Source: an optimization exercise on an open RTL-to-GDS flow (aim: small area, a short achievable clock period and few clock cycles per item). Production flows keep margins and buffers that such runs may drop.
Only simulation tests tie the RTL to the original design; equivalence was not proved.
Power is estimated from default activity; no workload was simulated.

oak:
## mmult
module mmult(
    input clk,
    input reset_n,
    input enable,
    input [0:9*8-1] A_mat,
    input [0:9*8-1] B_mat,
    output valid,
    output [0:9*17-1] C_mat
);
For scale: roughly 2800 cells after synthesis, roughly 310 flip-flops, about 300 I/O pins, roughly 27000 um^2 of cells after synthesis.
Settings: LEC_CHECK=0, CAP_MARGIN=20, CORE_MARGIN=2, CORE_UTILIZATION=40, CTS_CLUSTER_DIAMETER=150, CTS_CLUSTER_SIZE=20, SLEW_MARGIN=20; clock period 11.0 ns.
standard.sh (not shown) runs the stock make flow with config.mk's settings and CLKGATE_MAP_FILE= SYNTH_SCRIPT=/design/flow/synth_recipe.tcl, a recipe that flattens the netlist after the stock synthesis.
==> flow/flow/run.sh <==
#!/bin/bash
# Standard layout, with these changes: Yosys's "abc -fast" pre-pass is skipped
# (so the full adders extract with clean polarity), the port buffers are the
# smallest plain buffer instead of the delay buffer buffer_ports picks, and
# timing repair aims for 6.8 ns of setup slack instead of 0.
export SYNTH_ARGS=-noabc
export BUFFER_PORTS_ARGS="-buffer_cell sky130_fd_sc_hd__buf_1"
export SETUP_SLACK_MARGIN=6.8
bash standard.sh > standard.log 2>&1
The flow did not stop early for oak: all stages ran, and the layout cleared the timing, design-rule and antenna checks.
Testbench counts of oak, summed over its fixed seeds: cycles 2,048, items 512.
Input changes introduced in pine (baseline for comparison: oak):
==> flow/flow/run.sh <==
#!/bin/bash
# Standard layout, with these changes: Yosys's "abc -fast" pre-pass is skipped
# (so the full adders extract with clean polarity), the port buffers are the
# smallest plain buffer instead of the delay buffer buffer_ports picks, and
# timing repair aims for 6.6 ns of setup slack instead of 0.
export SYNTH_ARGS=-noabc
export BUFFER_PORTS_ARGS="-buffer_cell sky130_fd_sc_hd__buf_1"
export SETUP_SLACK_MARGIN=6.6
bash standard.sh > standard.log 2>&1
## What came out
- Compared with oak, pine shows a lower share of the core filled with cells in the final layout.
- Looking at oak and pine, the combinational cell power is a wash.
- Final period utilization on pine is up relative to oak.
- From pine to oak, final cell count did not move at all.
[inputs] birch vs pine
==> flow/flow/run.sh <==
#!/bin/bash
# Standard layout, with these changes: Yosys's "abc -fast" pre-pass is skipped
# (so the full adders extract with clean polarity), the port buffers are the
# smallest plain buffer instead of the delay buffer buffer_ports picks, and
# timing repair aims for 6.9 ns of setup slack instead of 0.
export SYNTH_ARGS=-noabc
export BUFFER_PORTS_ARGS="-buffer_cell sky130_fd_sc_hd__buf_1"
export SETUP_SLACK_MARGIN=6.9
bash standard.sh > standard.log 2>&1
Design area in birch is 1.7% above pine.
On delay of the slowest cell on the worst path, pine and birch are basically level.
Changes observed in birch relative to pine: routed metal-1 wire length up about 1.6%, share of total power in the clock network was more or less identical.
Edits applied to the flow inputs when going from birch to maple:
==> flow/flow/run.sh <==
#!/bin/bash
# Standard layout, with these changes: Yosys's "abc -fast" pre-pass is skipped
# (so the full adders extract with clean polarity), the port buffers are the
# smallest plain buffer instead of the delay buffer buffer_ports picks, and
# timing repair aims for 7.0 ns of setup slack instead of 0.
export SYNTH_ARGS=-noabc
export BUFFER_PORTS_ARGS="-buffer_cell sky130_fd_sc_hd__buf_1"
export SETUP_SLACK_MARGIN=7.0
bash standard.sh > standard.log 2>&1
## What came out
The uppermost metal layer occupied by signal nets comes out met5 in one run and met4 in the other, namely in birch and maple respectively. In maple the worst hold slack turned out 4.4 ps higher than in birch. maple — fmax 1.3% higher, birch as reference. Taking birch as the reference, in maple share of cells above drive strength 1 up 3.2 points; power picked up an extra about 4%; aggregate global-route resource usage now sits higher. Relative to birch, the final cell area reported for maple is higher. In maple the final wirelength turned out 4.8% higher than in birch. Comparing birch and maple, switching part of the total is higher on birch. A startpoint of the worst setup timing path of K[6] is what maple shows, while S[140] belongs to birch. The part of the cycle the worst path needs in maple sits 0.48 points below the value recorded for birch.
Setup changes, maple to cedar
==> flow/flow/run.sh <==
#!/bin/bash
# Standard layout, with these changes: Yosys's "abc -fast" pre-pass is skipped
# (so the full adders extract with clean polarity), the port buffers are the
# smallest plain buffer instead of the delay buffer buffer_ports picks, and
# timing repair aims for 7.1 ns of setup slack instead of 0.
export SYNTH_ARGS=-noabc
export BUFFER_PORTS_ARGS="-buffer_cell sky130_fd_sc_hd__buf_1"
export SETUP_SLACK_MARGIN=7.1
bash standard.sh > standard.log 2>&1
==> comparison <==
What maple reported for layout buffer count excluding clock buffers has to be multiplied by 1.07 to get the figure for cedar.
Measured against each other, maple and cedar differ in arrival time at the worst endpoint, the lower figure coming from cedar.
Looking at sequential share of layout area, cedar sits below maple.
NOTE design area maple->cedar increased by a few percent
cedar against maple; first-pass GRT wire length is up slightly.
[cedar] utilization rose 1.7 points relative to maple


mmult, a different RTL version from the one above (not shown whole).
For scale: ~300 flip-flops.
export LEC_CHECK = 0
export CAP_MARGIN = 20
export CORE_MARGIN = 2
export CORE_UTILIZATION = 40
export SLEW_MARGIN = 20
create_clock -name core_clock -period 11.0 [get_ports {clk}]
==> flow/flow/run.sh <==
#!/bin/bash
# Standard layout, with these changes: Yosys's "abc -fast" pre-pass is skipped
# (so the full adders extract with clean polarity), the port buffers are the
# smallest plain buffer instead of the delay buffer buffer_ports picks, and
# timing repair aims for 6.5 ns of setup slack instead of 0.
export SYNTH_ARGS=-noabc
export BUFFER_PORTS_ARGS="-buffer_cell sky130_fd_sc_hd__buf_1"
export SETUP_SLACK_MARGIN=6.5
bash standard.sh > standard.log 2>&1
Testbench counts at the start, summed over its fixed seeds: cycles 2,048, items 512.
Then changed:
--- a/flow/flow/run.sh
+++ b/flow/flow/run.sh
@@ -5 +5 @@
-# timing repair aims for 6.5 ns of setup slack instead of 0.
+# timing repair aims for 6.6 ns of setup slack instead of 0.
@@ -8 +8 @@
-export SETUP_SLACK_MARGIN=6.5
+export SETUP_SLACK_MARGIN=6.6
After rerunning: Power is higher by about 0.5%. Count of clock-buffer cells in the layout stays the same. Sequential power is about the same. Synthesized area is unchanged. Global-route usage barely changes. Die area does not change.

## afterwards: timing with drivers on the ports
How much do the figures lean on ideal ports? The routed layouts below were timed once more, with nothing changed but the port constraints. Step 1 assumes that a clkbuf_16 drives the clock port and a buf_2 every other input. Step 2 adds t to the input delays and takes it off the output delays; t is the mean of the earliest and latest rising clock arrival at the registers after step 1. Input paths then give back, and output paths get back, about the clock's delay inside the block. a / b / c = no drivers / after step 1 / after step 2; a / b = the first two.
run | t (ns) | setup WS [ns] | worst setup path at the end | latest minus earliest clock arrival (ns) | worst data-port slew with drivers (ns)
oak | 0.617 | 6.860 / 6.796 / 6.483 | input to register | 0.037 / 0.037 | 0.07
pine | 0.617 | 6.712 / 6.648 / 6.480 | input to register | 0.038 / 0.037 | 0.07
birch | 0.623 | 6.991 / 6.925 / 6.464 | input to register | 0.040 / 0.040 | 0.07
maple | 0.603 | 7.044 / 6.987 / 6.719 | input to register | 0.035 / 0.035 | 0.06
cedar | 0.615 | 7.066 / 7.003 / 6.684 | input to register | 0.047 / 0.047 | 0.08
the first run of note 2 | 0.640 | 6.707 / 6.707 / 6.134 | input to register | 0.030 / 0.030 | 0.07
the second run of note 2 | 0.641 | 6.753 / 6.753 / 6.264 | input to register | 0.030 / 0.030 | 0.07
After both steps every run listed still meets setup and hold. The setup slack of the first run of note 2, which loses most, moves by 0.000 ns with the drivers and by -0.573 ns with both steps.
